Background: an optimization exercise with open tools, aiming at small area, a short achievable clock period and few clock cycles. Do not read the settings as production practice. Where RTL was checked, it was by simulation tests only, not by an equivalence proof against the original. The RTL of runs 5 to 7 was laid out without a check of its function. Power figures rest on the tool's default switching activity, not on a simulated workload.

[run.sh]
#!/bin/bash
# synth_recipe.tcl (not shown) runs the flow's synth.tcl, then flattens the netlist and writes it again
# the make line also repeats each setting of config.mk as NAME=value (left out here)
make -C /OpenROAD-flow-scripts/flow DESIGN_CONFIG=/design/flow/config.mk WORK_HOME=/design/flow/orfs CLKGATE_MAP_FILE= SYNTH_SCRIPT=/design/flow/synth_recipe.tcl finish
[config.mk]
export PLATFORM = sky130hd
export DESIGN_NAME = zig_zag_traversal
export DESIGN_NICKNAME = zig_zag_traversal
export VERILOG_FILES = /design/flow/design.v
export SDC_FILE = /design/flow/constraint.sdc
export NUM_CORES = 4
export LEC_CHECK = 0
export CAP_MARGIN = 20
export CORE_MARGIN = 2
export CORE_UTILIZATION = 40
export SETUP_SLACK_MARGIN = 2.5
export SLEW_MARGIN = 20
export SYNTH_HIERARCHICAL = 1
export SYNTH_MINIMUM_KEEP_SIZE = 0
[constraint.sdc]
create_clock -name core_clock -period 7.5 [get_ports {clk}]
set_input_delay 1.5000 -clock core_clock [delete_from_list [all_inputs] [get_ports {clk}]]
set_output_delay 1.5000 -clock core_clock [all_outputs]
set_load 0.01 [all_outputs]
[design.v]
`timescale 1ns / 1ps
module zig_zag_traversal (
    input clk,
    input reset,
    output reg done,
    input [5:0] ram_read_addr,
    output [7:0] ram_read_data,
    output [5:0] rom_addr,            
    input  [7:0] rom_data             
);
  reg [5:0] t;         
  reg       load;      
  reg [2:0] row, col;
  wire odd = row[0] ^ col[0];
  assign rom_addr = {row, col};
  always @(posedge clk or posedge reset) begin
    if (reset) begin
      row <= 3'd0;
      col <= 3'd0;
    end else if (!odd) begin
      if (row == 3'd7) col <= col + 3'd1;
      else begin
        row <= row + 3'd1;
        if (col != 3'd0) col <= col - 3'd1;
      end
    end else begin
      if (col == 3'd7) row <= row + 3'd1;
      else begin
        col <= col + 3'd1;
        if (row != 3'd0) row <= row - 3'd1;
      end
    end
  end
  reg  [7:0] c [0:63];
  wire [7:0] c_in = load ? rom_data : c[63];
  integer i;
  always @(posedge clk) begin
    c[0] <= c_in;
    for (i = 1; i < 64; i = i + 1)
      c[i] <= c[i-1];
  end
  wire [2:0] a_lo = ram_read_addr[2:0];
  wire [2:0] a_hi = ram_read_addr[5:3];
  wire [2:0] t_lo = t[2:0];
  wire [2:0] t_hi = t[5:3];
  wire [7:0] ge;         
  wire [7:0] eq_hi;      
  wire [7:0] lo_sel, hi_sel;
  genvar g, b;
  generate
    for (g = 0; g < 8; g = g + 1) begin : dec
      wire [2:0] k_lo = t_lo - 3'd1 - g;
      wire [2:0] k_hi = t_hi - g;
      assign lo_sel[g] = (a_lo == k_lo);
      assign eq_hi[g]  = (a_hi == k_hi);
      assign ge[g]     = (t_lo <= g);
    end
  endgenerate
  wire borrow = ge[a_lo];
  generate
    for (g = 0; g < 8; g = g + 1) begin : dech
      assign hi_sel[g] = borrow ? eq_hi[(g + 1) % 8] : eq_hi[g];
    end
  endgenerate
  wire [7:0] v [0:63];
  generate
    for (g = 0; g < 63; g = g + 1) begin : rd
      assign v[g] = c[g];
    end
  endgenerate
  assign v[63] = c_in;
  wire [7:0] grp [0:7];
  generate
    for (g = 0; g < 8; g = g + 1) begin : lvl1
      for (b = 0; b < 8; b = b + 1) begin : bt
        zz_sel8 u (.s(lo_sel),
                   .d({v[8*g+7][b], v[8*g+6][b], v[8*g+5][b], v[8*g+4][b],
                       v[8*g+3][b], v[8*g+2][b], v[8*g+1][b], v[8*g][b]}),
                   .y(grp[g][b]));
      end
    end
    for (b = 0; b < 8; b = b + 1) begin : lvl2
      zz_sel8 u (.s(hi_sel),
                 .d({grp[7][b], grp[6][b], grp[5][b], grp[4][b],
                     grp[3][b], grp[2][b], grp[1][b], grp[0][b]}),
                 .y(ram_read_data[b]));
    end
  endgenerate
  always @(posedge clk or posedge reset) begin
    if (reset) begin
      t    <= 6'd0;
      done <= 1'b0;
      load <= 1'b1;
    end else begin
      t    <= t + 6'd1;
      done <= done | (t == 6'd62);
      load <= ~done;
    end
  end
endmodule
module zz_sel8 (
    input  [7:0] s,
    input  [7:0] d,
    output       y
);
  wire n0, n1, n2;
  zz_aoi222 u0 (.a1(s[0]), .a2(d[0]), .b1(s[1]), .b2(d[1]), .c1(s[2]), .c2(d[2]), .y(n0));
  zz_aoi222 u1 (.a1(s[3]), .a2(d[3]), .b1(s[4]), .b2(d[4]), .c1(s[5]), .c2(d[5]), .y(n1));
  zz_aoi22  u2 (.a1(s[6]), .a2(d[6]), .b1(s[7]), .b2(d[7]), .y(n2));
  zz_nand3  u3 (.a(n0), .b(n1), .c(n2), .y(y));
endmodule
module zz_aoi222 (input a1, a2, b1, b2, c1, c2, output y);
  assign y = ~((a1 & a2) | (b1 & b2) | (c1 & c2));
endmodule
module zz_aoi22 (input a1, a2, b1, b2, output y);
  assign y = ~((a1 & a2) | (b1 & b2));
endmodule
module zz_nand3 (input a, b, c, output y);
  assign y = ~(a & b & c);
endmodule
==> impl_metrics.json, run 1 <==
{
  "gp_congestion": 0.753,
  "clock_path_buffers": 3,
  "nets": 1140,
  "finalNonFillerCells": 1600,
  "placed_area_um2": 15600,
  "setup_violations": 0,
  "synth-seq-area-share": 0.735,
  "r2r_slack_ns": 5.77,
  "synthArstFlopShare": 0.0266,
  "die_w_um": 194,
  "met1_length_um": 16500,
  "synthFlopType": "dfxtp_1",
  "worst_clock_skew_ns": 0.0187,
  "cap_violations": 0,
  "grt_usage": 0.185,
  "detail-route-antenna-nets": 0,
  "power.total_mw": 5.60,
  "fmax_mhz": 185,
  "final_common_cell": "dfxtp_1",
  "hold_viol": 0,
  "area_growth_pct": 24.0,
  "drtIter0Drc": 1136,
  "die-area_um2": 37600,
  "avgSynthCellArea_um2": 15.0,
  "mostFrequentLayoutCells": "dfxtp_1, a222oi_1, a22oi_2",
  "irDropWorstVdd_mv": 0.234,
  "post-route-drc-count": 0,
  "grt_overflow": 0,
  "drv_slew": 0,
  "final_core_util": 0.503,
  "finalCritPeriodShare": 0.721,
  "hpwlAfterDp_um": 16600,
  "status": "complete, no violations",
  "path_class": "in2out",
  "dr_wl_met2_um": 15300,
  "grt_first_pass_wirelength_um": 54400,
  "clockRootBuffer": "clkbuf_16",
  "startpoint": "ram_read_addr[2]",
  "cts_tree": "built",
  "synth-seq-cells": 526,
  "r2r-start": "col[0]",
  "worstPathMaxFanout": 7,
  "top_layer": "met4",
  "preCtsSetupSlack_ns": 0.844,
  "wl_per_cell_um": 21.8,
  "final_area_um2": 17900,
  "synth_edf_count": 0,
  "syn-num-nets": 999,
  "num_vias": 8925,
  "syn_inst": 961,
  "ys_types": 41,
  "p_leak_nw": 7.06,
  "mappedNetlistArea_um2": 14400,
  "dr_wl_met3_um": 2570,
  "die_y_um": 194,
  "rsz0062_at_grt": "true",
  "clkSlewWorstSetupHoldPaths_ns": 0.06,
  "rows": 69,
  "cellPowerDensity_nw_per_um2": 313,
  "fin_tns_setup_ns": 0,
  "endpoint_kind": "output port",
  "cts_made_buffers": 49,
  "clkSinkCount": 526,
  "hold_ws_ns": 0.342,
  "grt_pass1_vias": 9055,
  "design.portCount": 31,
  "clock_latency_ns": 0.57,
  "routed_via_density": 5.58,
  "required_ns": 6.00,
  "portBuffers": 30,
  "start_util": 0.405,
  "dr.pass1.iters": 7,
  "place_inst": 1469,
  "n_antenna_cell": 0,
  "htree_num_levels": 2,
  "worstPathArrival_ns": 3.91,
  "slew_headroom": 0.571,
  "antenna_found_initial": 0,
  "setup_ws_ns": 2.09,
  "crit_end": "ram_read_data[6]",
  "hold_path_class": "reg2reg",
  "worst_pin_slew_ns": 0.642,
  "grt_max_degree": 65,
  "yosys_warnings": 9,
  "core_area_um2": 35600,
  "routed_wirelength_um": 34900,
  "rr_endpoint": "col[2]",
  "period_needed_ns": 5.41,
  "drive_gt1_frac": 0.230,
  "crit_path_start_kind": "input port",
  "worstRegToRegCells": 5
}
[worst max-delay path, cell delays in order]
cell and delay (ns):
buf_8 0.11, xor2_4 0.19, xnor2_4 0.18, buf_6 0.14
and3_4 0.19, buf_6 0.15, buf_12 0.13, a222oi_1 0.37
nand3_1 0.12, a222oi_1 0.50, nand3_2 0.16, buf_6 0.15
[worst min-delay path by stage]
stage | start | cells after the start | endpoint
floorplan | c[11][0] | 0 | c[12][0]
global placement | c[27][5] | 0 | c[28][5]
detailed placement | c[57][3] | 0 | c[58][3]
CTS | c[26][2] | 0 | c[27][2]
global route | c[60][1] | 0 | c[61][1]
finish | c[26][2] | 0 | c[27][2]
[cells in the mapped netlist, types with 2 or more instances]
cell | n | area share
ha_1 | 22 | 0.019
a22oi_2 | 72 | 0.062
nand2b_1 | 4 | 0.0017
nand2_1 | 11 | 0.0029
nand3_1 | 76 | 0.026
xor2_1 | 7 | 0.0043
mux2_2 | 8 | 0.0062
nor2b_1 | 3 | 0.0013
o21ai_0 | 7 | 0.0024
a222oi_1 | 144 | 0.10
dfxtp_1 | 512 | 0.71
inv_1 | 12 | 0.0031
a21oi_1 | 6 | 0.0021
dfrtp_1 | 13 | 0.023
xnor2_1 | 13 | 0.0079
mux2i_1 | 8 | 0.0056
buf_6 | 2 | 0.0016
nor2_1 | 16 | 0.0042
clkbuf_1 | 3 | 0.00078
[Yosys stat by module (local to each module, per instance), excerpt]
module / cell area [µm²] / times used
zig_zag_traversal: 11700 / 1
zz_aoi22: 12.5 / 72
zz_nand3: 5.00 / 72
zz_aoi222: 10.0 / 144
[power by group]
| group | switching [mW] | leakage, nW | internal [mW] |
|---|---|---|---|
| combinational | 0.140 | 1.87 | 0.118 |
| clock | 1.01 | 0.764 | 1.36 |
| sequential | 0.0589 | 4.43 | 2.91 |
| total | 1.21 | 7.06 | 4.39 |
[layer usage]
layer / vias up / global-route usage
li1: 4104 / -
met1: 4461 / 0.271
met2: 315 / 0.282
met3: 45 / 0.0311
met4: 0 / 0.0488
met5: - / 0
[final cells by class]
| class | instances | area (µm²) |
|---|---|---|
| timing repair buffer | 94 | 1130 |
| clock buffer | 77 | 1440 |
| multi-input combinational | 418 | 3960 |
| sequential | 526 | 10600 |
| tap | 461 | 577 |
| clock inverter | 11 | 110 |
| inverter | 13 | 51.3 |
| fill | 3027 | 17700 |
[registers in the layout, indices dropped and copies added (netlist names)]
name  flops
row       3
col       3
c       512
t         6
load      1
done      1
[logic make-up after synthesis]
group,share of synthesized area
muxes,0.0134
AOI/OAI and AO/OA,0.172
xor gates and xnor gates,0.0133
buffers and inverters,0.00677
and+or+nand+nor,0.0404
adders and majority gates,0.0191
DFF,0.735
[repair_timing]
item | 4_1_cts | 5_1_grt
hold buffers | 0 | 0
resized for setup | 85 | 4
setup buffers | 25 | 7
gates cloned | 10 | 1
pin swaps | 61 | 31
endpoints found under the hold margin | 0 | 0
setup endpoints to repair | 8 | 8
Testbench counts, summed over its fixed seeds: cycles 12,096.
==> inputs of run 2 (changes only) <==
--- a/config.mk
+++ b/config.mk
@@ -9,4 +9,6 @@
 export CORE_MARGIN = 2
 export CORE_UTILIZATION = 40
+export CTS_CLUSTER_DIAMETER = 100
+export CTS_CLUSTER_SIZE = 30
 export SETUP_SLACK_MARGIN = 2.5
 export SLEW_MARGIN = 20
==> run 2 against run 1 <==
Effect of this change: still clean on timing, DRC and antenna; sequential cell count unchanged; total power decreased by 19%; first-iteration DRC count increased by 2.1%; final area decreased by 5.5%; highest routed layer unchanged.
==> impl_metrics.json, run 2 <==
{
  "largest_reg_flops": 512,
  "period_needed_ns": 5.37,
  "grt_max_degree": 65,
  "worst_pin_slew_ns": 0.602,
  "yosysTopAreaCell": "dfxtp_1",
  "antenna_found_initial": 0,
  "syn-num-nets": 999,
  "reg_top3": "c: 512 flops, t: 6 flops",
  "worst_clock_skew_ns": 0.0113,
  "clock_latency_ns": 0.55,
  "hpwlAfterDp_um": 16600,
  "setup_violations": 0,
  "area_growth_pct": 17.1,
  "grt_pass1_vias": 8696,
  "cts_tree": "built",
  "ctsHoldBuffers": 0,
  "finalCritPeriodShare": 0.716,
  "core_area_um2": 35600,
  "slowest_delay_ns": 0.50,
  "cellPowerDensity_nw_per_um2": 269,
  "irDropWorstVdd_mv": 0.212,
  "mappedNetlistArea_um2": 14400,
  "final_core_util": 0.475,
  "nets": 1122,
  "endpoint_kind": "output port",
  "die-area_um2": 37600,
  "slew_headroom": 0.598,
  "grt_overflow": 0,
  "post-route-drc-count": 0,
  "synth_area_leaders": "dfxtp_1, a222oi_1, a22oi_2, nand3_1, dfrtp_1",
  "num_vias": 8739,
  "hold_ws_ns": 0.348,
  "synth-seq-area-share": 0.735,
  "fmax_mhz": 186,
  "fin_tns_setup_ns": 0,
  "path_class": "in2out",
  "synthArstFlopShare": 0.0266,
  "portBuffers": 30,
  "synthFlopType": "dfxtp_1",
  "n_antenna_cell": 0,
  "rsz0062_at_grt": "true",
  "cts_made_buffers": 21,
  "htree_num_levels": 1,
  "synth_most_common_cell": "dfxtp_1",
  "hold_path_class": "reg2reg",
  "drtIter0Drc": 1160,
  "synth_edf_count": 0,
  "grt_first_pass_wirelength_um": 52200,
  "clkSinkCount": 526,
  "syn_inst": 961,
  "synth-seq-cells": 526,
  "worstPathArrival_ns": 3.87,
  "ys_types": 41,
  "top_register": "c",
  "place_inst": 1469,
  "rows": 69,
  "clock_path_buffers": 3,
  "final_common_cell": "dfxtp_1",
  "synth_top_area_share": 0.711,
  "design.portCount": 31,
  "clockRootBuffer": "clkbuf_16",
  "crit_path_start_kind": "input port",
  "die_w_um": 194,
  "status": "complete, no violations",
  "drv_slew": 0,
  "wl_per_cell_um": 22.2,
  "path_cells": "buf_8 > xor2_4 > xnor2_4 > buf_6 > and3_4 > buf_12 > buf_12 > a222oi_1 > nand3_1 > a222oi_1 > nand3_2 > buf_6",
  "routed_wirelength_um": 34300,
  "gp_congestion": 0.753,
  "worstPathMaxFanout": 7,
  "yosys_warnings": 9,
  "start_util": 0.405,
  "synth_common_cells": "dfxtp_1, a222oi_1, nand3_1",
  "routed_via_density": 5.65,
  "clkSlewWorstSetupHoldPaths_ns": 0.11,
  "detail-route-antenna-nets": 0,
  "cap_violations": 0,
  "mostFrequentLayoutCells": "dfxtp_1, a222oi_1, a22oi_2",
  "hold_viol": 0,
  "required_ns": 6.00,
  "dr.pass1.iters": 6,
  "p_leak_nw": 6.59,
  "grt_usage": 0.176,
  "cp_slowest_cell": "a222oi_1",
  "die_y_um": 194,
  "finalNonFillerCells": 1546,
  "drive_gt1_frac": 0.209,
  "avgSynthCellArea_um2": 15.0
}
==> run 2: cell types whose count changed in the layout (fill, tap and decap cells not counted), moves of 2 or more <==
cell and change:
clkbuf_1 -19, buf_4 +7, bufbuf_16 -3, buf_6 +7, inv_6 +2, clkbuf_8 -7, clkinv_2 -7, clkbuf_16 -30
==> run 2: kinds of logic (layout without fill, tap and decap cells) <==
group | count (synthesis) | after routing | synth area share
AND/OR/NAND/NOR | 118 | 121 | 0.0404
XOR/XNOR | 21 | 21 | 0.0133
buffers and inverters | 20 | 140 | 0.00677
adder cells (fa/ha/maj) | 22 | 22 | 0.0191
AO/OA/AOI/OAI | 237 | 238 | 0.172
flip-flops | 526 | 526 | 0.735
multiplexers | 17 | 17 | 0.0134
==> run 2: critical path: cells and delay by family <==
| family | cells | cell delay [ns] |
|---|---|---|
| simple gates | 3 | 0.45 |
| buf+inv | 5 | 0.68 |
| xor+xnor | 2 | 0.37 |
| compound gates | 2 | 0.87 |
==> run 2: final timing paths <==
kind	slack [ns]	to	startpoint	cells past startpoint
setup / recovery	2.13	ram_read_data[6]	ram_read_addr[2]	12
hold / removal	0.35	c[19][3]	c[18][3]	0
setup reg to reg	5.76	col[2]	col[0]	5
hold reg to reg	0.35	c[19][3]	c[18][3]	0
max in group asynchronous	5.79	t[0]	reset	2
min in group asynchronous	1.30	t[2]	reset	2
==> run 2: area by class of cell <==
class | count | area [µm²]
fillers | 3103 | 18700
flip-flops and latches | 526 | 10600
multi-input cells | 419 | 3970
repair buffers | 103 | 1130
well taps | 461 | 577
clock buffers | 21 | 526
inverters | 13 | 51.3
clock inverters | 3 | 26.3
==> run 2: modules after synthesis (local to each module, per instance), excerpt <==
module,flip-flops and latches,cells,area (µm²)
zig_zag_traversal,526,673,11700
zz_aoi22,0,1,12.5
zz_aoi222,0,1,10.0
zz_nand3,0,1,5.00
==> run 2: repair_timing <==
action	4_1_cts	5_1_grt
setup buffers	22	20
pin swaps	62	43
cloned	8	3
setup endpoints to repair	8	8
resized for setup	89	9
==> run 2: through the flow <==
step	setup WS (ns)	power, mW	cell area (µm²)
floorplan	2.01	3.14	14500
global placement	0.876	3.24	15600
detailed placement	0.844	3.24	15600
CTS	2.12	4.56	16700
global route	1.99	4.70	16900
finish	2.13	4.54	16900
==> run 2: power breakdown <==
group	internal [mW]	switching [mW]
registers	2.90	0.0589
clock network	0.515	0.800
logic	0.117	0.141
==> run 2: routing by layer <==
metal / global-route usage / up-vias / part of all wire
li1: - / 4036 / -
met1: 0.261 / 4398 / 0.49
met2: 0.279 / 271 / 0.44
met3: 0.0216 / 34 / 0.059
met4: 0.0325 / 0 / 0.017
met5: 0 / - / 0
==> inputs of run 3 (changes only) <==
--- a/design.v
+++ b/design.v
@@ -52,6 +52,6 @@
       wire [2:0] k_lo = t_lo - 3'd1 - g;
       wire [2:0] k_hi = t_hi - g;
-      assign lo_sel[g] = (a_lo == k_lo);
-      assign eq_hi[g]  = (a_hi == k_hi);
+      zz_eq3 ul (.a(a_lo), .k(k_lo), .y(lo_sel[g]));
+      zz_eq3 uh (.a(a_hi), .k(k_hi), .y(eq_hi[g]));
       assign ge[g]     = (t_lo <= g);
     end
@@ -81,5 +81,5 @@
     end
     for (b = 0; b < 8; b = b + 1) begin : lvl2
-      zz_sel8 u (.s(hi_sel),
+      zz_sel8f u (.s(hi_sel),
                  .d({grp[7][b], grp[6][b], grp[5][b], grp[4][b],
                      grp[3][b], grp[2][b], grp[1][b], grp[0][b]}),
@@ -110,4 +110,22 @@
   zz_nand3  u3 (.a(n0), .b(n1), .c(n2), .y(y));
 endmodule
+module zz_sel8f (
+    input  [7:0] s,
+    input  [7:0] d,
+    output       y
+);
+  wire n0, n1, n2, n3;
+  zz_aoi22 u0 (.a1(s[0]), .a2(d[0]), .b1(s[1]), .b2(d[1]), .y(n0));
+  zz_aoi22 u1 (.a1(s[2]), .a2(d[2]), .b1(s[3]), .b2(d[3]), .y(n1));
+  zz_aoi22 u2 (.a1(s[4]), .a2(d[4]), .b1(s[5]), .b2(d[5]), .y(n2));
+  zz_aoi22 u3 (.a1(s[6]), .a2(d[6]), .b1(s[7]), .b2(d[7]), .y(n3));
+  zz_nand4 u4 (.a(n0), .b(n1), .c(n2), .d(n3), .y(y));
+endmodule
+module zz_eq3 (input [2:0] a, input [2:0] k, output y);
+  assign y = (a == k);
+endmodule
+module zz_nand4 (input a, b, c, d, output y);
+  assign y = ~(a & b & c & d);
+endmodule
 module zz_aoi222 (input a1, a2, b1, b2, c1, c2, output y);
   assign y = ~((a1 & a2) | (b1 & b2) | (c1 & c2));
--- a/config.mk
+++ b/config.mk
@@ -11,5 +11,5 @@
 export CTS_CLUSTER_DIAMETER = 100
 export CTS_CLUSTER_SIZE = 30
-export SETUP_SLACK_MARGIN = 2.5
+export SETUP_SLACK_MARGIN = 3.0
 export SLEW_MARGIN = 20
 export SYNTH_HIERARCHICAL = 1
==> run 3 against run 2 <==
Effect of this change: hold slack lost 0.0030 ns; combinational power shrank 7%; non-clock buffer count shrank 38; global-route usage shrank 1.1 points; sequential share of layout area shrank 0.82 points; register-to-register slack lost 0.14 ns; critical endpoint is now ram_read_data[7]; largest cell class unchanged; highest routed layer unchanged.
==> impl_metrics.json, run 3 <==
{
  "grt_util_met3": 0.0190,
  "dr.pass1.iters": 8,
  "top_register": "c",
  "grt-busiest-layer": "met2",
  "gp_congestion": 0.724,
  "slew_headroom": 0.627,
  "start_util": 0.408,
  "synth_common_cells": "dfxtp_1, a222oi_1, a22oi_2",
  "crit_path_start_kind": "input port",
  "p_int_mw": 3.52,
  "clock_latency_ns": 0.54,
  "grtUsageMet2": 0.272,
  "finalCritPeriodShare": 0.664,
  "htree_num_levels": 1,
  "grt_usage": 0.165,
  "path_class": "in2out",
  "detail-route-antenna-nets": 0,
  "power.share.clock": 0.292,
  "die-area_um2": 39000,
  "grt_first_pass_wirelength_um": 50800,
  "use_met1": 0.236,
  "mappedNetlistArea_um2": 15000,
  "largest_reg_flops": 512,
  "drtIter0Drc": 1178,
  "worst_clock_skew_ns": 0.0113,
  "cts_made_buffers": 21,
  "power_frac_seq": 0.655,
  "antenna_found_initial": 0,
  "routed_wirelength_um": 32500,
  "synthFlopType": "dfxtp_1",
  "cts_tree": "built",
  "irDropWorstVdd_mv": 0.144,
  "syn_inst": 1005,
  "yosysTopAreaCell": "dfxtp_1",
  "grt_max_degree": 65,
  "final_area_um2": 17100,
  "core_area_um2": 36700,
  "ctsHoldBuffers": 0,
  "holdPathStages": 0,
  "final_core_util": 0.466,
  "portBuffers": 30,
  "worst_pin_slew_ns": 0.560,
  "synth_edf_count": 0,
  "path_cells": "buf_6 > xor2_2 > nor3_4 > buf_12 > a222oi_1 > nand3_1 > a22oi_2 > nand4_1 > buf_2",
  "worstPathMaxFanout": 64,
  "clkSlewWorstSetupHoldPaths_ns": 0.11,
  "cellPowerDensity_nw_per_um2": 264,
  "routed_via_density": 5.51,
  "cp_slowest_cell": "a222oi_1",
  "syn-num-nets": 1043,
  "hpwlAfterDp_um": 17700,
  "fin_tns_setup_ns": 0,
  "setup_violations": 0,
  "reg_top3": "c: 512 flops, t: 6 flops",
  "nets": 1128,
  "clockRootBuffer": "clkbuf_16",
  "placed_area_um2": 16100,
  "slowest_delay_ns": 0.40,
  "ys_types": 33,
  "synth-seq-cells": 526,
  "worstPathArrival_ns": 3.48,
  "num_vias": 8599,
  "die_w_um": 197,
  "drive_gt1_frac": 0.209,
  "die_y_um": 197,
  "clkSinkCount": 526,
  "synthArstFlopShare": 0.0266,
  "swShare": 0.221,
  "cp.buffers_inverters": 3,
  "hold_path_class": "reg2reg",
  "crit_family": "compound AO/OA/AOI/OAI gates",
  "worstRegToRegCells": 7,
  "avgSynthCellArea_um2": 14.9,
  "mostFrequentLayoutCells": "dfxtp_1, a222oi_1, a22oi_2",
  "final_common_cell": "dfxtp_1",
  "rows": 70,
  "synth_top_area_share": 0.685,
  "clock_path_buffers": 3,
  "required_ns": 6.00,
  "cap_violations": 0,
  "comb_power_share": 0.053,
  "endpoint_kind": "output port",
  "fmax_mhz": 201,
  "yosys_warnings": 9,
  "p_switching_mw": 1.00,
  "path_depth": 9,
  "design.portCount": 31,
  "synth_most_common_cell": "dfxtp_1",
  "area_growth_pct": 14.4,
  "status": "complete, no violations",
  "period_needed_ns": 4.98,
  "grt_overflow": 0,
  "rsz0062_at_grt": "true",
  "drv_slew": 0,
  "hold_viol": 0,
  "grt_pass1_vias": 8821,
  "synth_area_leaders": "dfxtp_1, a222oi_1, a22oi_2, xor2_1, nand3_1",
  "synth-seq-area-share": 0.709,
  "n_antenna_cell": 0,
  "post-route-drc-count": 0,
  "wl_per_cell_um": 20.8,
  "p_leak_nw": 6.53
}
-- run 3: layer usage --
layer | wire, µm | share of wire
met1 | 15900 | 0.49
met2 | 14900 | 0.46
met5 | 0 | 0
met4 | 483 | 0.015
met3 | 1290 | 0.040
-- run 3: Yosys stat by module (local to each module, per instance), excerpt --
module | cells inside | area (µm²)
zig_zag_traversal | 645 | 11500
zz_nand3 | 1 | 5.00
zz_eq3 | 4 | 36.3
zz_nand4 | 1 | 6.26
zz_aoi22 | 1 | 12.5
zz_aoi222 | 1 | 10.0
-- run 3: power by group through the flow --
stage	registers, mW	logic [mW]	clock network [mW]
4_1_cts	2.96	0.236	1.36
5_1_grt	2.98	0.257	1.46
2_1_floorplan	3.01	0.139	0
6_report	2.96	0.240	1.32
3_3_place_gp	3.02	0.236	0
3_5_place_dp	3.02	0.236	0
-- run 3: timing repair --
item                                   4_1_cts  5_1_grt
resized for setup                           87       23
endpoints found under the hold margin        0        0
setup buffers                               12        3
setup endpoints to repair                    8        8
pin swaps                                   68       31
gates cloned                                 0        2
-- run 3: logic make-up after synthesis --
kind of cell               share of synthesized area
DFF                                            0.709
AOI/OAI and AO/OA                              0.176
and+or+nand+nor                               0.0427
xor gates and xnor gates                      0.0351
buffers and inverters                        0.00703
adders and majority gates                     0.0184
muxes                                         0.0120
-- run 3: through the flow --
step	power, mW	instances	hold slack, ns	setup WS, ns
floorplan	3.15	1005	0.330	1.74
global placement	3.26	1518	0.331	1.18
detailed placement	3.26	1518	0.335	1.12
CTS	4.56	1555	0.342	2.48
global route	4.70	1560	0.357	2.40
finish	4.52	1560	0.345	2.52
-- run 3: final cells by class --
class	count	area, µm²
clock buffer	23	533
fill	3170	19600
clock inverter	2	25.0
inverter	24	97.6
sequential	526	10600
multi-input combinational	452	4530
timing repair buffer	65	733
tap	468	586
-- run 3: path summary, 6_finish.rpt --
path | start | endpoint | slack (ns)
hold / removal | c[49][7] | c[50][7] | 0.34
min in group asynchronous | reset | row[0] | 1.29
hold reg to reg | c[49][7] | c[50][7] | 0.34
setup reg to reg | row[0] | row[2] | 5.62
setup / recovery | ram_read_addr[2] | ram_read_data[7] | 2.52
max in group asynchronous | reset | t[2] | 5.80
Testbench counts of run 3, summed over its fixed seeds: cycles 12,096.
==> inputs of run 4 (changes only) <==
--- a/config.mk
+++ b/config.mk
@@ -11,5 +11,5 @@
 export CTS_CLUSTER_DIAMETER = 100
 export CTS_CLUSTER_SIZE = 30
-export SETUP_SLACK_MARGIN = 3.0
+export SETUP_SLACK_MARGIN = 2.5
 export SLEW_MARGIN = 20
 export SYNTH_HIERARCHICAL = 1
==> run 4 against run 3 <==
Effect of this change: maximum frequency rose by 0.88%; total power about the same; still clean on timing, DRC and antenna; via count is the same; non-clock buffer count did not move; global-route usage about the same; count of clock-buffer cells in the layout did not move; register-to-register slack hardly changed; die area did not move; area after synthesis stayed put; critical endpoint unchanged; final area is essentially flat; sequential share of layout area increased by 0.059 points; combinational power hardly changed; critical path type unchanged.
==> impl_metrics.json, run 4 <==
{
  "status": "complete, no violations",
  "synth_top_area_share": 0.685,
  "nets": 1128,
  "synth_area_leaders": "dfxtp_1, a222oi_1, a22oi_2, xor2_1, nand3_1",
  "placed_area_um2": 16100,
  "syn-num-nets": 1043,
  "reg_top3": "c: 512 flops, t: 6 flops",
  "required_ns": 6.00,
  "top_register": "c",
  "core_area_um2": 36700,
  "irDropWorstVdd_mv": 0.144,
  "clkSlewWorstSetupHoldPaths_ns": 0.11,
  "syn_inst": 1005,
  "clkSinkCount": 526,
  "worstPathArrival_ns": 3.43,
  "final_area_um2": 17100,
  "worstPathMaxFanout": 15,
  "fmax_mhz": 203,
  "worst_clock_skew_ns": 0.0122,
  "synth_edf_count": 0,
  "yosysTopAreaCell": "dfxtp_1",
  "clockRootBuffer": "clkbuf_16",
  "post-route-drc-count": 0,
  "worst_pin_slew_ns": 0.561,
  "grt_first_pass_wirelength_um": 50700,
  "setup_violations": 0,
  "synth-seq-cells": 526,
  "synth_most_common_cell": "dfxtp_1",
  "period_needed_ns": 4.93,
  "synth-seq-area-share": 0.709,
  "final_common_cell": "dfxtp_1",
  "p_leak_nw": 6.52,
  "finalCritPeriodShare": 0.658,
  "gp_congestion": 0.724,
  "cts_made_buffers": 21,
  "antenna_found_initial": 0,
  "hold_path_class": "reg2reg",
  "dr.pass1.iters": 8,
  "portBuffers": 30,
  "hold_viol": 0,
  "htree_num_levels": 1,
  "cellPowerDensity_nw_per_um2": 265,
  "grt_overflow": 0,
  "hpwlAfterDp_um": 17700,
  "design.portCount": 31,
  "clock_latency_ns": 0.54,
  "place_inst": 1518,
  "routed_wirelength_um": 32600,
  "rows": 70,
  "drv_slew": 0,
  "fin_tns_setup_ns": 0,
  "die_y_um": 197,
  "synthFlopType": "dfxtp_1",
  "yosys_warnings": 9,
  "die_w_um": 197,
  "fill_cells": 3168,
  "final_core_util": 0.466,
  "wl_per_cell_um": 20.9,
  "grt_max_degree": 65,
  "cap_violations": 0,
  "cts_tree": "built",
  "routed_via_density": 5.51,
  "path_class": "in2out",
  "rsz0062_at_grt": "true",
  "power.total_mw": 4.52,
  "num_vias": 8599,
  "start_util": 0.408,
  "drive_gt1_frac": 0.208,
  "crit_path_start_kind": "input port",
  "die-area_um2": 39000,
  "finalNonFillerCells": 1560,
  "slew_headroom": 0.626,
  "mappedNetlistArea_um2": 15000,
  "grt_pass1_vias": 8835,
  "area_growth_pct": 14.3,
  "mostFrequentLayoutCells": "dfxtp_1, a222oi_1, a22oi_2",
  "largest_reg_flops": 512,
  "drtIter0Drc": 1185,
  "grt_usage": 0.165,
  "avgSynthCellArea_um2": 14.9,
  "detail-route-antenna-nets": 0,
  "endpoint_kind": "output port",
  "ys_types": 33,
  "synth_common_cells": "dfxtp_1, a222oi_1, a22oi_2",
  "clock_path_buffers": 3,
  "synthArstFlopShare": 0.0266,
  "n_antenna_cell": 0
}
==> run 4: changes by cell type in the layout (fill, tap and decap cells not counted) <==
cell / previous run / this run
buf_4: 14 / 15
buf_12: 13 / 12
buf_8: 1 / 2
buf_6: 9 / 8
xor2_2: 13 / 12
xor2_1: 35 / 36
==> run 4: critical path, cell delays in order <==
cell,delay (ns)
buf_6,0.14
nand2_1,0.07
o21ai_1,0.05
a31oi_1,0.25
o2111ai_4,0.15
buf_12,0.18
mux2_4,0.43
a22oi_2,0.21
nand4_1,0.22
buf_2,0.21
==> run 4: logic make-up after synthesis <==
family	after synthesis	synth area share
flops	526	0.709
compound gates	244	0.176
simple gates	110	0.0427
xor+xnor	60	0.0351
buf+inv	27	0.00703
fa+ha+maj	22	0.0184
mux	16	0.0120
==> run 4: path summary, 6_finish.rpt <==
path | startpoint | end | slack, ns | cells after the start
worst min-delay path | c[41][7] | c[42][7] | 0.35 | 0
worst max-delay path | ram_read_addr[0] | ram_read_data[7] | 2.57 | 10
max in group asynchronous | reset | t[2] | 5.80 | 2
worst min register to register | c[41][7] | c[42][7] | 0.35 | 0
min in group asynchronous | reset | row[0] | 1.29 | 2
worst max register to register | row[0] | row[2] | 5.62 | 7
==> run 4: area by class of cell <==
class / count / area (µm²) / area share
clock buffers: 23 / 533 / 0.0312
multi-input cells: 452 / 4530 / 0.265
clock inverters: 2 / 25.0 / 0.00146
well taps: 468 / 586 / 0.0342
inverters: 24 / 97.6 / 0.00571
flip-flops and latches: 526 / 10600 / 0.620
repair buffers: 65 / 724 / 0.0424
==> run 4: per-module statistics from Yosys (local to each module, per instance), excerpt <==
module             cells  flops+latches
zz_nand4               1              0
zz_eq3                 4              0
zz_aoi222              1              0
zig_zag_traversal    645            526
zz_aoi22               1              0
zz_nand3               1              0
==> run 4: through the flow <==
step                      hold slack [ns]  setup WS [ns]
final                               0.346           2.57
after global routing                0.357           2.40
after CTS                           0.342           2.48
after detailed placement            0.335           1.12
after global placement              0.331           1.18
after floorplan                     0.330           1.74
==> run 4: per-layer routing <==
metal  track usage  vias up  routed length (µm)
met4        0.0351        0                 502
met2         0.272      202               15000
met5             0        -                   0
li1              -     4053                   -
met3        0.0191       28                1500
met1         0.235     4316               15600
==> run 4: report_power, final <==
group	switching, mW	internal, mW	leakage (nW)
registers	0.0579	2.90	4.43
logic	0.142	0.0977	1.83
clock network	0.801	0.520	0.273
total	1.00	3.52	6.52
==> run 4: repair_timing <==
item,CTS,global route
hold buffers,0,0
setup endpoints to repair,8,8
pin swaps,42,36
gates cloned,0,2
setup buffers,12,3
gates resized for setup,86,21
==> inputs of run 5 (changes only) <==
--- a/design.v
+++ b/design.v
@@ -44,5 +44,4 @@
   wire [2:0] t_lo = t[2:0];
   wire [2:0] t_hi = t[5:3];
-  wire [7:0] ge;         
   wire [7:0] eq_hi;      
   wire [7:0] lo_sel, hi_sel;
@@ -54,11 +53,11 @@
       zz_eq3 ul (.a(a_lo), .k(k_lo), .y(lo_sel[g]));
       zz_eq3 uh (.a(a_hi), .k(k_hi), .y(eq_hi[g]));
-      assign ge[g]     = (t_lo <= g);
     end
   endgenerate
-  wire borrow = ge[a_lo];
+  wire borrow;
+  zz_ge3 ub (.a(a_lo), .t(t_lo), .y(borrow));
   generate
     for (g = 0; g < 8; g = g + 1) begin : dech
-      assign hi_sel[g] = borrow ? eq_hi[(g + 1) % 8] : eq_hi[g];
+      zz_mux2 um (.s(borrow), .d1(eq_hi[(g + 1) % 8]), .d0(eq_hi[g]), .y(hi_sel[g]));
     end
   endgenerate
@@ -125,4 +124,12 @@
   assign y = (a == k);
 endmodule
+module zz_ge3 (input [2:0] a, input [2:0] t, output y);
+  assign y = (a[2] & ~t[2]) |
+             ((a[2] | ~t[2]) & ((a[1] & ~t[1]) |
+                                ((a[1] | ~t[1]) & (a[0] | ~t[0]))));
+endmodule
+module zz_mux2 (input s, d1, d0, output y);
+  assign y = s ? d1 : d0;
+endmodule
 module zz_nand4 (input a, b, c, d, output y);
   assign y = ~(a & b & c & d);
==> run 5 against run 4 <==
Effect of this change: non-clock buffer count rose by 23; final area increased by 1.5%; global-route usage fell by 0.28 points; largest cell class unchanged.
==> impl_metrics.json, run 5 <==
{
  "syn-num-nets": 1026,
  "htree_num_levels": 1,
  "cts_made_buffers": 21,
  "fmax_mhz": 199,
  "grt_overflow": 0,
  "hold_path_class": "reg2reg",
  "rsz0062_at_grt": "true",
  "drv_slew": 0,
  "portBuffers": 30,
  "power.share.clock": 0.295,
  "synthFlopType": "dfxtp_1",
  "status": "complete, no violations",
  "area_growth_pct": 16.2,
  "drive_gt1_frac": 0.227,
  "final_common_cell": "dfxtp_1",
  "antenna_found_initial": 0,
  "worst_clock_skew_ns": 0.0136,
  "synthArstFlopShare": 0.0266,
  "place_inst": 1508,
  "synth_top_area_share": 0.686,
  "synth_area_leaders": "dfxtp_1, a222oi_1, a22oi_2, xor2_1, nand3_1",
  "detail-route-antenna-nets": 0,
  "p_switching_uw": 987,
  "p_int_mw": 3.57,
  "grt_usage": 0.163,
  "clockRootBuffer": "clkbuf_16",
  "cts_tree": "built",
  "cap_violations": 0,
  "path_class": "in2out",
  "clkSinkCount": 526,
  "top_register": "c",
  "die_w_um": 197,
  "dr.pass1.iters": 6,
  "nets": 1134,
  "swShare": 0.217,
  "clock_latency_ns": 0.54,
  "routed_via_density": 5.53,
  "wl_per_cell_um": 20.5,
  "power_frac_seq": 0.651,
  "synth_common_cells": "dfxtp_1, a222oi_1, a22oi_2",
  "avgSynthCellArea_um2": 15.1,
  "clkSlewWorstSetupHoldPaths_ns": 0.11,
  "routed_wirelength_um": 32100,
  "syn_inst": 992,
  "synth_most_common_cell": "dfxtp_1",
  "mostFrequentLayoutCells": "dfxtp_1, a222oi_1, a22oi_2",
  "finalNonFillerCells": 1570,
  "setup_violations": 0,
  "largest_reg_flops": 512,
  "comb_power_share": 0.055,
  "design.portCount": 31,
  "worstPathMaxFanout": 8,
  "synth-seq-area-share": 0.710,
  "num_vias": 8689,
  "gp_congestion": 0.743,
  "grt_max_degree": 65,
  "hold_viol": 0,
  "final_area_um2": 17400,
  "crit_path_start_kind": "input port",
  "yosys_warnings": 9,
  "synth-seq-cells": 526,
  "worst_pin_slew_ns": 0.552,
  "hpwlAfterDp_um": 17400,
  "required_ns": 6.00,
  "core_area_um2": 36700,
  "grt_pass1_vias": 8855,
  "rows": 70,
  "fin_tns_setup_ns": 0,
  "irDropWorstVdd_mv": 0.138,
  "synth_edf_count": 0,
  "grt_first_pass_wirelength_um": 50100,
  "slew_headroom": 0.632,
  "yosysTopAreaCell": "dfxtp_1",
  "n_antenna_cell": 0,
  "p_leak_nw": 6.69,
  "worstPathArrival_ns": 3.53,
  "reg_top3": "c: 512 flops, t: 6 flops",
  "post-route-drc-count": 0,
  "period_needed_ns": 5.03,
  "ys_types": 37,
  "start_util": 0.407,
  "drtIter0Drc": 1015,
  "placed_area_um2": 16100,
  "die_y_um": 197,
  "endpoint_kind": "output port",
  "mappedNetlistArea_um2": 14900,
  "fill_cells": 3203,
  "ctsHoldBuffers": 0,
  "finalCritPeriodShare": 0.671,
  "die-area_um2": 38900,
  "cellPowerDensity_nw_per_um2": 262,
  "clock_path_buffers": 3
}
## run 5: per-stage QoR
stage	setup WS [ns]	power (mW)	hold WS, ns	utilization
global route	2.42	4.72	0.358	0.473
detailed placement	1.15	3.26	0.335	0.440
finish	2.47	4.55	0.346	0.473
global placement	1.18	3.25	0.332	0.440
floorplan	1.75	3.15	0.330	-
CTS	2.48	4.59	0.342	0.467
## run 5: area by class of cell
type | instances | area, µm² | share of cell area
clock buffers | 22 | 529 | 0.0305
clock inverters | 3 | 50.0 | 0.00288
inverters | 26 | 101 | 0.00584
multi-input cells | 437 | 4470 | 0.258
flip-flops and latches | 526 | 10600 | 0.611
well taps | 468 | 586 | 0.0337
repair buffers | 88 | 1010 | 0.0582
## run 5: per-module statistics from Yosys, one instance, submodules excluded, a selection
module | area (µm²) | copies in the design | flip-flops and latches
zz_aoi22 | 12.5 | 96 | 0
zz_ge3 | 36.3 | 1 | 0
zz_aoi222 | 10.0 | 128 | 0
zz_nand4 | 6.26 | 8 | 0
zig_zag_traversal | 11300 | 1 | 526
zz_eq3 | 36.3 | 16 | 0
zz_mux2 | 15.0 | 8 | 0
zz_nand3 | 5.00 | 64 | 0
## run 5: routing by layer
| layer | vias up | routed length, µm | GRT usage |
|---|---|---|---|
| met2 | 230 | 14400 | 0.254 |
| met5 | - | 0 | 0 |
| li1 | 4069 | - | - |
| met1 | 4365 | 15500 | 0.242 |
| met3 | 25 | 1820 | 0.0229 |
| met4 | 0 | 416 | 0.0284 |
## run 5: path summary, 6_finish.rpt
check,to,from,slack (ns),cells after the start
max reg2reg,row[2],col[0],5.79,5
min reg2reg,c[30][3],c[29][3],0.35,0
max,ram_read_data[5],ram_read_addr[0],2.47,9
max in group asynchronous,t[1],reset,5.81,2
min in group asynchronous,row[1],reset,1.29,2
min,c[30][3],c[29][3],0.35,0
## run 5: what timing repair did
action / in CTS / in global routing
resized for setup: 72 / 23
endpoints found under the setup margin: 8 / 8
pin swaps: 17 / 30
buffers inserted: 32 / 4
cloned: 0 / 1
## run 5: kinds of logic after synthesis
| kind of cell | Yosys count | synth area share |
|---|---|---|
| simple gates | 103 | 0.0414 |
| xor+xnor | 59 | 0.0356 |
| fa+ha+maj | 20 | 0.0166 |
| compound gates | 235 | 0.172 |
| mux | 20 | 0.0168 |
| buf+inv | 29 | 0.00762 |
| flops | 526 | 0.710 |
## run 5: worst max-delay path: stages
cell	delay, ns
buf_12	0.11
nand2b_4	0.13
maj3_2	0.31
maj3_4	0.42
mux2_4	0.38
buf_4	0.18
a22oi_2	0.19
nand4_1	0.13
buf_2	0.17
## run 5: power groups by stage
stage	Sequential, mW	Combinational [mW]	Clock (mW)
after floorplan	3.01	0.141	0
after detailed placement	3.02	0.234	0
after global placement	3.02	0.233	0
final	2.96	0.249	1.34
after CTS	2.96	0.246	1.39
after global routing	2.98	0.267	1.48
==> inputs of run 6 (changes only) <==
==> flow/run.sh (new file) <==
#!/bin/bash
# Own flow: the standard layout, with one change after synthesis.
# Yosys's mapper gives the first-level AND-OR gates of the read
# multiplexer (a22oi) drive strength 2; they drive a single nand3 next to
# them, so they are set back to drive strength 1 before floorplanning, and
# the layout's timing repair sizes up whatever needs it.
set -euo pipefail
cd "$(dirname "$0")/.."
bash standard.sh synth > synth.log 2>&1
openroad -no_init -exit flow/resize.tcl > resize.log 2>&1
bash standard.sh > layout.log 2>&1
==> flow/resize.tcl (new file) <==
# Set the read multiplexer's first-level a22oi gates to drive strength 1.
set odb orfs/results/sky130hd/zig_zag_traversal/base/1_synth.odb
read_db $odb
set block [ord::get_db_block]
set db [ord::get_db]
set m1 [$db findMaster sky130_fd_sc_hd__a22oi_1]
set n 0
foreach inst [$block getInsts] {
  if {[[$inst getMaster] getName] ne "sky130_fd_sc_hd__a22oi_2"} { continue }
  set y [$inst findITerm Y]
  set net [$y getNet]
  if {$net eq "NULL"} { continue }
  if {[string match {lvl1*} [$net getName]]} {
    $inst swapMaster $m1
    incr n
  }
}
puts "resized $n a22oi gates to drive strength 1"
write_db $odb
==> standard.sh (new file) <==
#!/bin/bash
# synth_recipe.tcl (not shown) runs the flow's synth.tcl, then flattens the netlist and writes it again
# the make line also repeats each setting of config.mk as NAME=value (left out here)
make -C /OpenROAD-flow-scripts/flow DESIGN_CONFIG=/design/flow/config.mk WORK_HOME=/design/flow/orfs CLKGATE_MAP_FILE= SYNTH_SCRIPT=/design/flow/synth_recipe.tcl "${@:-finish}"
removed: run.sh
==> run 6 against run 5 <==
Effect of this change: still clean; largest power group unchanged; global-route usage up 0.27 points; clock skew up 0.0031 ns; final cell count shrank 1.1%; largest cell class unchanged.
==> impl_metrics.json, run 6 <==
{
  "clkSlewWorstSetupHoldPaths_ns": 0.11,
  "rr_endpoint": "row[2]",
  "core_area_um2": 36300,
  "start_util": 0.403,
  "r2r_slack_ns": 5.74,
  "rows": 70,
  "power.share.clock": 0.293,
  "die_w_um": 195,
  "fill_cells": 3272,
  "grt_overflow": 0,
  "drtIter0Drc": 965,
  "worstHoldStart": "c[38][5]",
  "cellPowerDensity_nw_per_um2": 270,
  "multi_input_area_um2": 4110,
  "cts_made_buffers": 21,
  "endpoint_kind": "output port",
  "power.total_mw": 4.52,
  "clock_path_buffers": 3,
  "hold_viol": 0,
  "r2r-start": "col[0]",
  "hold_path_class": "reg2reg",
  "worst_pin_slew_ns": 0.540,
  "worstPathMaxFanout": 8,
  "n_antenna_cell": 0,
  "p_leak_nw": 6.54,
  "irDropWorstVdd_mv": 0.119,
  "grt_first_pass_wirelength_um": 50000,
  "routed_wirelength_um": 33600,
  "worstPathArrival_ns": 3.60,
  "syn_inst": 992,
  "post-route-drc-count": 0,
  "period_needed_ns": 5.10,
  "p_switching_mw": 1.00,
  "drive_gt1_frac": 0.154,
  "fmax_mhz": 196,
  "portBuffers": 30,
  "die_y_um": 195,
  "top_register": "c",
  "cts_tree": "built",
  "routed_via_density": 5.55,
  "path_class": "in2out",
  "num_vias": 8616,
  "clockRootBuffer": "clkbuf_16",
  "fin_tns_setup_ns": 0,
  "grt_max_degree": 65,
  "drv_slew": 0,
  "rsz0062_at_grt": "true",
  "swShare": 0.222,
  "die-area_um2": 38100,
  "required_ns": 6.00,
  "status": "complete, no violations",
  "reg_top3": "c: 512 flops, t: 6 flops",
  "nets": 1118,
  "dr.pass1.iters": 8,
  "crit_path_start_kind": "input port",
  "p_int_mw": 3.52,
  "worst_clock_skew_ns": 0.0167,
  "regArea_um2": 10600,
  "area_growth_pct": 14.6,
  "clock_latency_ns": 0.55,
  "syn-num-nets": 1026,
  "gp_congestion": 0.730,
  "final_common_cell": "dfxtp_1",
  "largest_reg_flops": 512,
  "antenna_found_initial": 0,
  "wl_per_cell_um": 21.7,
  "hpwlAfterDp_um": 16700,
  "setup_violations": 0,
  "holdPathStages": 0,
  "worstRegToRegCells": 5,
  "mostFrequentLayoutCells": "dfxtp_1, a222oi_1, nand3_1",
  "finalCritPeriodShare": 0.680,
  "power_frac_seq": 0.654,
  "grt_pass1_vias": 8795,
  "worstHoldEndpoint": "c[39][5]",
  "avgSynthCellArea_um2": 14.7,
  "clkSinkCount": 526,
  "cap_violations": 0,
  "mappedNetlistArea_um2": 14600,
  "grt_usage": 0.165,
  "comb_power_share": 0.053,
  "yosys_warnings": 9,
  "slew_headroom": 0.639,
  "detail-route-antenna-nets": 0,
  "htree_num_levels": 1,
  "design.portCount": 31
}
run 6: worst max path at each step:
| stage | startpoint | end | slack (ns) | cells after the start |
|---|---|---|---|---|
| after CTS | ram_read_addr[0] | ram_read_data[0] | 2.43 | 9 |
| after global routing | t[0] | ram_read_data[5] | 2.35 | 13 |
| after floorplan | ram_read_addr[0] | ram_read_data[0] | 2.50 | 6 |
| after global placement | ram_read_addr[2] | ram_read_data[5] | 1.41 | 9 |
| after detailed placement | ram_read_addr[2] | ram_read_data[5] | 1.44 | 9 |
| final | ram_read_addr[0] | ram_read_data[1] | 2.40 | 9 |
run 6: per-stage QoR:
step | hold WS, ns | area (µm²) | worst slack (ns) | utilization | instances
2_1_floorplan | 0.330 | 14700 | 2.50 | - | 992
3_3_place_gp | 0.331 | 15700 | 1.41 | 0.433 | 1495
3_5_place_dp | 0.335 | 15700 | 1.44 | 0.433 | 1495
4_1_cts | 0.344 | 16500 | 2.43 | 0.456 | 1541
5_1_grt | 0.340 | 16700 | 2.35 | 0.462 | 1553
6_report | 0.342 | 16700 | 2.40 | 0.462 | 1553
run 6: what timing repair did:
action / in CTS / in global routing
buffers inserted: 22 / 5
gates resized for setup: 75 / 18
hold buffers: 0 / 0
setup endpoints to repair: 8 / 8
pin swaps: 27 / 32
cloned: 0 / 7
run 6: worst max-delay path, cell delays in order:
cell and delay [ns]:
buf_12 0.11, nand2b_4 0.13, maj3_2 0.31, maj3_4 0.42, mux2_4 0.38, buf_4 0.16
a22oi_2 0.18, nand4_1 0.20, buf_2 0.20
run 6: routing by layer:
| metal | share of wire | GRT usage |
|---|---|---|
| met5 | 0 | 0 |
| met4 | 0.016 | 0.0314 |
| met3 | 0.053 | 0.0193 |
| met2 | 0.44 | 0.262 |
| met1 | 0.49 | 0.245 |
run 6: area by class of cell:
class	count	share of cell area
tap	468	0.0350
multi-input combinational	437	0.245
clock buffer	22	0.0316
sequential	526	0.633
inverter	26	0.00605
timing repair buffer	72	0.0474
clock inverter	2	0.00149
run 6: power by group through the flow:
stage / logic (mW) / registers, mW / clock network (mW)
CTS: 0.231 / 2.96 / 1.35
detailed placement: 0.227 / 3.02 / 0
global placement: 0.228 / 3.02 / 0
floorplan: 0.130 / 3.00 / 0
global route: 0.257 / 2.97 / 1.45
finish: 0.240 / 2.96 / 1.32
==> inputs of run 7 (changes only) <==
--- a/design.v
+++ b/design.v
@@ -73,5 +73,5 @@
     for (g = 0; g < 8; g = g + 1) begin : lvl1
       for (b = 0; b < 8; b = b + 1) begin : bt
-        zz_sel8 u (.s(lo_sel),
+        zz_sel8f u (.s(lo_sel),
                    .d({v[8*g+7][b], v[8*g+6][b], v[8*g+5][b], v[8*g+4][b],
                        v[8*g+3][b], v[8*g+2][b], v[8*g+1][b], v[8*g][b]}),
@@ -97,15 +97,4 @@
     end
   end
-endmodule
-module zz_sel8 (
-    input  [7:0] s,
-    input  [7:0] d,
-    output       y
-);
-  wire n0, n1, n2;
-  zz_aoi222 u0 (.a1(s[0]), .a2(d[0]), .b1(s[1]), .b2(d[1]), .c1(s[2]), .c2(d[2]), .y(n0));
-  zz_aoi222 u1 (.a1(s[3]), .a2(d[3]), .b1(s[4]), .b2(d[4]), .c1(s[5]), .c2(d[5]), .y(n1));
-  zz_aoi22  u2 (.a1(s[6]), .a2(d[6]), .b1(s[7]), .b2(d[7]), .y(n2));
-  zz_nand3  u3 (.a(n0), .b(n1), .c(n2), .y(y));
 endmodule
 module zz_sel8f (
@@ -135,11 +124,5 @@
   assign y = ~(a & b & c & d);
 endmodule
-module zz_aoi222 (input a1, a2, b1, b2, c1, c2, output y);
-  assign y = ~((a1 & a2) | (b1 & b2) | (c1 & c2));
-endmodule
 module zz_aoi22 (input a1, a2, b1, b2, output y);
   assign y = ~((a1 & a2) | (b1 & b2));
 endmodule
-module zz_nand3 (input a, b, c, output y);
-  assign y = ~(a & b & c);
-endmodule
==> run 7 against run 6 <==
Effect of this change: clock skew is 0.0042 ns higher; combinational power about the same; non-clock buffer count is 8 higher; total power about the same; area after synthesis is 1.6% higher; maximum frequency rose by 0.85%; register-to-register slack improved by 0.05 ns; critical path depth unchanged; final area grew 1.8%; count of clock-buffer cells in the layout up 1; largest cell class unchanged; largest power group unchanged.
==> impl_metrics.json, run 7 <==
{
  "finalCritPeriodShare": 0.675,
  "period_needed_ns": 5.06,
  "finalNonFillerCells": 1626,
  "clock_latency_ns": 0.55,
  "final_core_util": 0.466,
  "num_vias": 8683,
  "holdPathStages": 0,
  "drive_gt1_frac": 0.153,
  "rr_endpoint": "row[2]",
  "r2r-start": "col[0]",
  "syn_inst": 1056,
  "clkSinkCount": 526,
  "final_common_cell": "dfxtp_1",
  "status": "complete, no violations",
  "setup_ws_ns": 2.44,
  "post-route-drc-count": 0,
  "routed_wirelength_um": 32600,
  "mostFrequentLayoutCells": "dfxtp_1, a22oi_1, nand4_1",
  "grt_max_degree": 65,
  "r2r_slack_ns": 5.79,
  "yosys_warnings": 9,
  "mappedNetlistArea_um2": 14900,
  "fill_cells": 3276,
  "portBuffers": 30,
  "routed_via_density": 5.34,
  "p_leak_nw": 6.53,
  "rows": 70,
  "cts_tree": "built",
  "reg_top3": "c: 512 flops, t: 6 flops",
  "grt_usage": 0.166,
  "cellPowerDensity_nw_per_um2": 265,
  "antenna_found_initial": 0,
  "slew_headroom": 0.621,
  "path_class": "in2out",
  "clockRootBuffer": "clkbuf_16",
  "hold_path_class": "reg2reg",
  "worstPathMaxFanout": 8,
  "start_util": 0.406,
  "worstHoldStart": "c[38][6]",
  "gp_congestion": 0.737,
  "hpwlAfterDp_um": 17600,
  "largest_reg_flops": 512,
  "ctsHoldBuffers": 0,
  "clock_path_buffers": 3,
  "required_ns": 6.00,
  "avgSynthCellArea_um2": 14.1,
  "clkSlewWorstSetupHoldPaths_ns": 0.11,
  "setup_violations": 0,
  "top_register": "c",
  "syn-num-nets": 1090,
  "die_y_um": 197,
  "fmax_mhz": 198,
  "place_inst": 1567,
  "die_w_um": 197,
  "die-area_um2": 38700,
  "design.portCount": 31,
  "crit_path_start_kind": "input port",
  "nets": 1190,
  "dr.pass1.iters": 4,
  "preCtsSetupSlack_ns": 1.15,
  "rsz0062_at_grt": "true",
  "grt_pass1_vias": 8970,
  "hold_ws_ns": 0.341,
  "grt_overflow": 0,
  "worst_pin_slew_ns": 0.568,
  "path_cells": "buf_12 > nand2b_4 > maj3_2 > maj3_4 > mux2_4 > buf_12 > a22oi_2 > nand4_1 > buf_2",
  "endpoint_kind": "output port",
  "worstPathArrival_ns": 3.56,
  "drtIter0Drc": 635,
  "fin_tns_setup_ns": 0,
  "worst_clock_skew_ns": 0.0209,
  "drv_slew": 0,
  "core_area_um2": 36600,
  "grt_first_pass_wirelength_um": 50900,
  "cap_violations": 0,
  "detail-route-antenna-nets": 0,
  "cts_made_buffers": 21,
  "cp_common_cell": "buf_12",
  "irDropWorstVdd_mv": 0.140,
  "cp_slowest_cell": "maj3_4",
  "htree_num_levels": 1,
  "slowest_delay_ns": 0.43,
  "hold_viol": 0,
  "worstHoldEndpoint": "c[39][6]",
  "n_antenna_cell": 0,
  "wl_per_cell_um": 20.1,
  "worstRegToRegCells": 5,
  "area_growth_pct": 14.8
}
run 7: cell count changes in the layout (fill, tap and decap cells not counted), sizes merged:
cell	previous run	this run
a22oi	96	288
a222oi	128	0
nand3	66	2
nand4	9	73
buf	50	59
run 7: repair_timing:
action | CTS | global route
pin swaps | 19 | 25
resized for setup | 71 | 22
cloned | 0 | 2
setup buffers | 29 | 3
setup endpoints to repair | 8 | 8
run 7: final cells by class:
type                    instances  area, µm²  area share
flip-flops and latches        526      10600       0.622
multi-input cells             501       4320       0.254
repair buffers                 80        880      0.0516
well taps                     468        586      0.0343
clock buffers                  23        533      0.0313
inverters                      26        101     0.00594
clock inverters                 2       25.0     0.00147
run 7: how the worst max path moves through the flow:
stage,slack [ns],from,end
final,2.44,ram_read_addr[0],ram_read_data[1]
after global routing,2.39,t[0],ram_read_data[3]
after CTS,2.44,ram_read_addr[0],ram_read_data[3]
after detailed placement,1.15,ram_read_addr[0],ram_read_data[3]
after global placement,1.17,ram_read_addr[0],ram_read_data[7]
after floorplan,2.51,ram_read_addr[0],ram_read_data[0]
run 7: routing by layer:
metal	global-route usage	share of wire	routed length, µm	up-vias
li1	-	-	-	4196
met1	0.250	0.51	16700	4321
met2	0.258	0.44	14300	139
met3	0.0219	0.036	1180	27
met4	0.0309	0.013	429	0
met5	0	0	0	-
run 7: metrics by stage:
step,power (mW),area [µm²]
6_report,4.52,17100
5_1_grt,4.68,17100
4_1_cts,4.55,16900
3_5_place_dp,3.24,16000
3_3_place_gp,3.24,16000
2_1_floorplan,3.13,14900
run 7: worst max-delay path: cells and delay by family:
| kind | cells | cell delay, ns |
|---|---|---|
| mux | 1 | 0.39 |
| compound gates | 1 | 0.16 |
| fa+ha+maj | 2 | 0.74 |
| simple gates | 2 | 0.32 |
| buf+inv | 3 | 0.45 |
run 7: power breakdown:
| part | internal, mW | leakage, nW | switching, mW |
|---|---|---|---|
| registers | 2.90 | 4.43 | 0.0527 |
| logic | 0.0963 | 1.83 | 0.143 |
| clock network | 0.520 | 0.273 | 0.806 |
==> inputs of run 8 (changes only) <==
--- a/design.v
+++ b/design.v
@@ -44,4 +44,5 @@
   wire [2:0] t_lo = t[2:0];
   wire [2:0] t_hi = t[5:3];
+  wire [7:0] ge;         
   wire [7:0] eq_hi;      
   wire [7:0] lo_sel, hi_sel;
@@ -53,11 +54,11 @@
       zz_eq3 ul (.a(a_lo), .k(k_lo), .y(lo_sel[g]));
       zz_eq3 uh (.a(a_hi), .k(k_hi), .y(eq_hi[g]));
+      assign ge[g]     = (t_lo <= g);
     end
   endgenerate
-  wire borrow;
-  zz_ge3 ub (.a(a_lo), .t(t_lo), .y(borrow));
+  wire borrow = ge[a_lo];
   generate
     for (g = 0; g < 8; g = g + 1) begin : dech
-      zz_mux2 um (.s(borrow), .d1(eq_hi[(g + 1) % 8]), .d0(eq_hi[g]), .y(hi_sel[g]));
+      assign hi_sel[g] = borrow ? eq_hi[(g + 1) % 8] : eq_hi[g];
     end
   endgenerate
@@ -73,5 +74,5 @@
     for (g = 0; g < 8; g = g + 1) begin : lvl1
       for (b = 0; b < 8; b = b + 1) begin : bt
-        zz_sel8f u (.s(lo_sel),
+        zz_sel8 u (.s(lo_sel),
                    .d({v[8*g+7][b], v[8*g+6][b], v[8*g+5][b], v[8*g+4][b],
                        v[8*g+3][b], v[8*g+2][b], v[8*g+1][b], v[8*g][b]}),
@@ -98,4 +99,15 @@
   end
 endmodule
+module zz_sel8 (
+    input  [7:0] s,
+    input  [7:0] d,
+    output       y
+);
+  wire n0, n1, n2;
+  zz_aoi222 u0 (.a1(s[0]), .a2(d[0]), .b1(s[1]), .b2(d[1]), .c1(s[2]), .c2(d[2]), .y(n0));
+  zz_aoi222 u1 (.a1(s[3]), .a2(d[3]), .b1(s[4]), .b2(d[4]), .c1(s[5]), .c2(d[5]), .y(n1));
+  zz_aoi22  u2 (.a1(s[6]), .a2(d[6]), .b1(s[7]), .b2(d[7]), .y(n2));
+  zz_nand3  u3 (.a(n0), .b(n1), .c(n2), .y(y));
+endmodule
 module zz_sel8f (
     input  [7:0] s,
@@ -113,16 +125,14 @@
   assign y = (a == k);
 endmodule
-module zz_ge3 (input [2:0] a, input [2:0] t, output y);
-  assign y = (a[2] & ~t[2]) |
-             ((a[2] | ~t[2]) & ((a[1] & ~t[1]) |
-                                ((a[1] | ~t[1]) & (a[0] | ~t[0]))));
-endmodule
-module zz_mux2 (input s, d1, d0, output y);
-  assign y = s ? d1 : d0;
-endmodule
 module zz_nand4 (input a, b, c, d, output y);
   assign y = ~(a & b & c & d);
+endmodule
+module zz_aoi222 (input a1, a2, b1, b2, c1, c2, output y);
+  assign y = ~((a1 & a2) | (b1 & b2) | (c1 & c2));
 endmodule
 module zz_aoi22 (input a1, a2, b1, b2, output y);
   assign y = ~((a1 & a2) | (b1 & b2));
 endmodule
+module zz_nand3 (input a, b, c, output y);
+  assign y = ~(a & b & c);
+endmodule
==> flow/run.sh (replaced) <==
#!/bin/bash
# Own flow: the standard layout, with these changes:
# - after synthesis, the read multiplexer's first-level a22oi gates, which
#   Yosys's mapper gives drive strength 2, are set to drive strength 1
#   (each drives one gate next to it); timing repair sizes up what needs it;
# - the port buffers are buf_4 cells, not the slow delay-buffer cells that
#   buffer_ports picks by default;
# - timing repair may size a cell to any strength, not just to cells of the
#   same footprint.
set -euo pipefail
cd "$(dirname "$0")/.."
bash standard.sh synth > synth.log 2>&1
openroad -no_init -exit flow/resize.tcl > resize.log 2>&1
bash standard.sh "BUFFER_PORTS_ARGS=-buffer_cell sky130_fd_sc_hd__buf_4" \
  MATCH_CELL_FOOTPRINT=0 finish > layout.log 2>&1
--- a/config.mk
+++ b/config.mk
@@ -11,5 +11,5 @@
 export CTS_CLUSTER_DIAMETER = 100
 export CTS_CLUSTER_SIZE = 30
-export SETUP_SLACK_MARGIN = 2.5
+export SETUP_SLACK_MARGIN = 3.0
 export SLEW_MARGIN = 20
 export SYNTH_HIERARCHICAL = 1
==> run 8 against run 7 <==
Effect of this change: still clean on timing, DRC and antenna; first-iteration DRC count is 90% higher; synthesized cell count is 4.8% lower; die area is 1.4% lower; maximum frequency is 3.7% higher; wire length is 7.5% higher; critical endpoint is now ram_read_data[5]; largest cell class unchanged.
==> impl_metrics.json, run 8 <==
{
  "syn-num-nets": 1043,
  "grt_overflow": 0,
  "cellPowerDensity_nw_per_um2": 268,
  "final_area_um2": 16900,
  "cts_made_buffers": 21,
  "worst_pin_slew_ns": 0.717,
  "avgSynthCellArea_um2": 14.6,
  "final_core_util": 0.464,
  "yosys_warnings": 9,
  "dr.pass1.iters": 8,
  "clockRootBuffer": "clkbuf_16",
  "grt_usage": 0.183,
  "worst_clock_skew_ns": 0.0236,
  "worstRegToRegCells": 7,
  "worstHoldEndpoint": "c[6][5]",
  "drv_slew": 0,
  "clock_path_buffers": 3,
  "num_vias": 8763,
  "grt_max_degree": 65,
  "rr_endpoint": "row[2]",
  "preCtsSetupSlack_ns": 2.30,
  "rsz0062_at_grt": "true",
  "cts_tree": "built",
  "die_w_um": 195,
  "drive_gt1_frac": 0.175,
  "r2r_slack_ns": 5.53,
  "mappedNetlistArea_um2": 14600,
  "wl_per_cell_um": 22.5,
  "crit_path_start_kind": "input port",
  "portBuffers": 30,
  "hold_viol": 0,
  "fin_tns_setup_ns": 0,
  "htree_num_levels": 1,
  "reg_top3": "c: 512 flops, t: 6 flops",
  "p_leak_nw": 6.55,
  "setup_ws_ns": 2.62,
  "start_util": 0.403,
  "hold_path_class": "reg2reg",
  "area_growth_pct": 15.4,
  "routed_wirelength_um": 35100,
  "worstPathArrival_ns": 3.38,
  "worstHoldStart": "c[5][5]",
  "slew_headroom": 0.522,
  "holdPathStages": 0,
  "detail-route-antenna-nets": 0,
  "die-area_um2": 38100,
  "rows": 70,
  "path_class": "in2out",
  "placed_area_um2": 15600,
  "design.portCount": 31,
  "antenna_found_initial": 0,
  "place_inst": 1509,
  "drtIter0Drc": 1209,
  "mostFrequentLayoutCells": "dfxtp_1, a222oi_1, nand3_1",
  "required_ns": 6.00,
  "nets": 1129,
  "n_antenna_cell": 0,
  "r2r-start": "col[0]",
  "finalNonFillerCells": 1561,
  "syn_inst": 1005,
  "die_y_um": 195,
  "worstPathMaxFanout": 64,
  "hpwlAfterDp_um": 15800,
  "core_area_um2": 36300,
  "cap_violations": 0,
  "clock_latency_ns": 0.54,
  "fmax_mhz": 205,
  "clkSlewWorstSetupHoldPaths_ns": 0.10,
  "grt_pass1_vias": 8882,
  "finalCritPeriodShare": 0.651,
  "top_register": "c",
  "irDropWorstVdd_mv": 0.152,
  "post-route-drc-count": 0,
  "gp_congestion": 0.711,
  "period_needed_ns": 4.88,
  "status": "complete, no violations",
  "clkSinkCount": 526,
  "final_common_cell": "dfxtp_1",
  "endpoint_kind": "output port",
  "setup_violations": 0,
  "largest_reg_flops": 512,
  "routed_via_density": 5.61,
  "grt_first_pass_wirelength_um": 54000
}
-- run 8: worst max-delay path by stage --
stage                           from          endpoint  slack [ns]  cells past startpoint
floorplan           ram_read_addr[2]  ram_read_data[0]        2.55                      6
global placement    ram_read_addr[0]  ram_read_data[3]        2.32                     10
finish              ram_read_addr[2]  ram_read_data[5]        2.62                      9
global route                    t[0]  ram_read_data[3]        2.44                     14
CTS                             t[0]  ram_read_data[3]        2.59                     15
detailed placement  ram_read_addr[0]  ram_read_data[3]        2.30                     10
-- run 8: area by class of cell --
class	instances	area, µm²
multi-input cells	452	4230
clock buffers	23	543
well taps	468	586
flip-flops and latches	526	10600
clock inverters	2	25.0
inverters	24	101
repair buffers	66	795
fillers	3168	19500
-- run 8: per-layer routing --
| metal | vias to the layer above | global-route usage | routed length (µm) |
|---|---|---|---|
| li1 | 4058 | - | - |
| met1 | 4452 | 0.255 | 16200 |
| met2 | 230 | 0.305 | 16400 |
| met3 | 23 | 0.0275 | 2030 |
| met4 | 0 | 0.0368 | 480 |
| met5 | - | 0 | 0 |
-- run 8: critical path, cell delays in order --
cell	delay, ns
buf_6	0.18
xor2_2	0.20
nor3_4	0.07
buf_12	0.20
a222oi_1	0.42
nand3_1	0.15
a22oi_2	0.22
nand4_1	0.17
buf_4	0.19
-- run 8: through the flow --
stage / hold WS, ns / power (mW)
4_1_cts: 0.343 / 4.55
5_1_grt: 0.350 / 4.69
3_3_place_gp: 0.332 / 3.23
3_5_place_dp: 0.335 / 3.23
2_1_floorplan: 0.330 / 3.13
6_report: 0.334 / 4.52
-- run 8: power by group --
part / switching, mW / internal, mW
clock: 0.800 / 0.527
combinational: 0.142 / 0.0973
sequential: 0.0532 / 2.90
-- run 8: what timing repair did --
action | 4_1_cts | 5_1_grt
hold buffers | 0 | 0
endpoints found under the setup margin | 8 | 8
pin swaps | 43 | 33
cloned | 10 | 1
setup buffers | 15 | 1
resized for setup | 84 | 9
Testbench counts of run 8, summed over its fixed seeds: cycles 12,096.

afterwards: timing with drivers on the ports:
The flow's constraints put no driver on any port. The routed layouts listed below were extracted and timed again, unchanged, in two steps. Step 1 (the two cells are an assumption about what drives the block):
set clk [get_ports {clk}]
set_driving_cell -lib_cell sky130_fd_sc_hd__clkbuf_16 $clk
set_driving_cell -lib_cell sky130_fd_sc_hd__buf_2 [delete_from_list [all_inputs] $clk]
Step 2 also shifts input and output timing later by t, the mid clock arrival at the registers, as if the neighbouring blocks saw the same clock. Three values: ideal, step 1, step 2; two values: the first two.
| run | t (ns) | slack for setup (ns) | latest minus earliest clock arrival (ns) | worst slew at a driven data input, ns |
|---|---|---|---|---|
| run 1 | 0.610 | 2.089 / 2.050 / 2.050 | 0.024 / 0.024 | 0.05 |
| run 2 | 0.594 | 2.127 / 2.089 / 2.089 | 0.016 / 0.016 | 0.05 |
| run 3 | 0.587 | 2.522 / 2.485 / 2.485 | 0.015 / 0.015 | 0.04 |
| run 4 | 0.587 | 2.566 / 2.535 / 2.535 | 0.015 / 0.015 | 0.04 |
| run 5 | 0.583 | 2.471 / 2.425 / 2.425 | 0.015 / 0.014 | 0.06 |
| run 6 | 0.593 | 2.397 / 2.348 / 2.348 | 0.019 / 0.020 | 0.06 |
| run 7 | 0.593 | 2.440 / 2.394 / 2.394 | 0.025 / 0.025 | 0.06 |
| run 8 | 0.586 | 2.620 / 2.551 / 2.551 | 0.030 / 0.030 | 0.07 |
After both steps setup and hold are still met in every run listed. The setup slack of run 8, which loses most, moves by -0.069 ns with the drivers and by -0.069 ns with both steps.
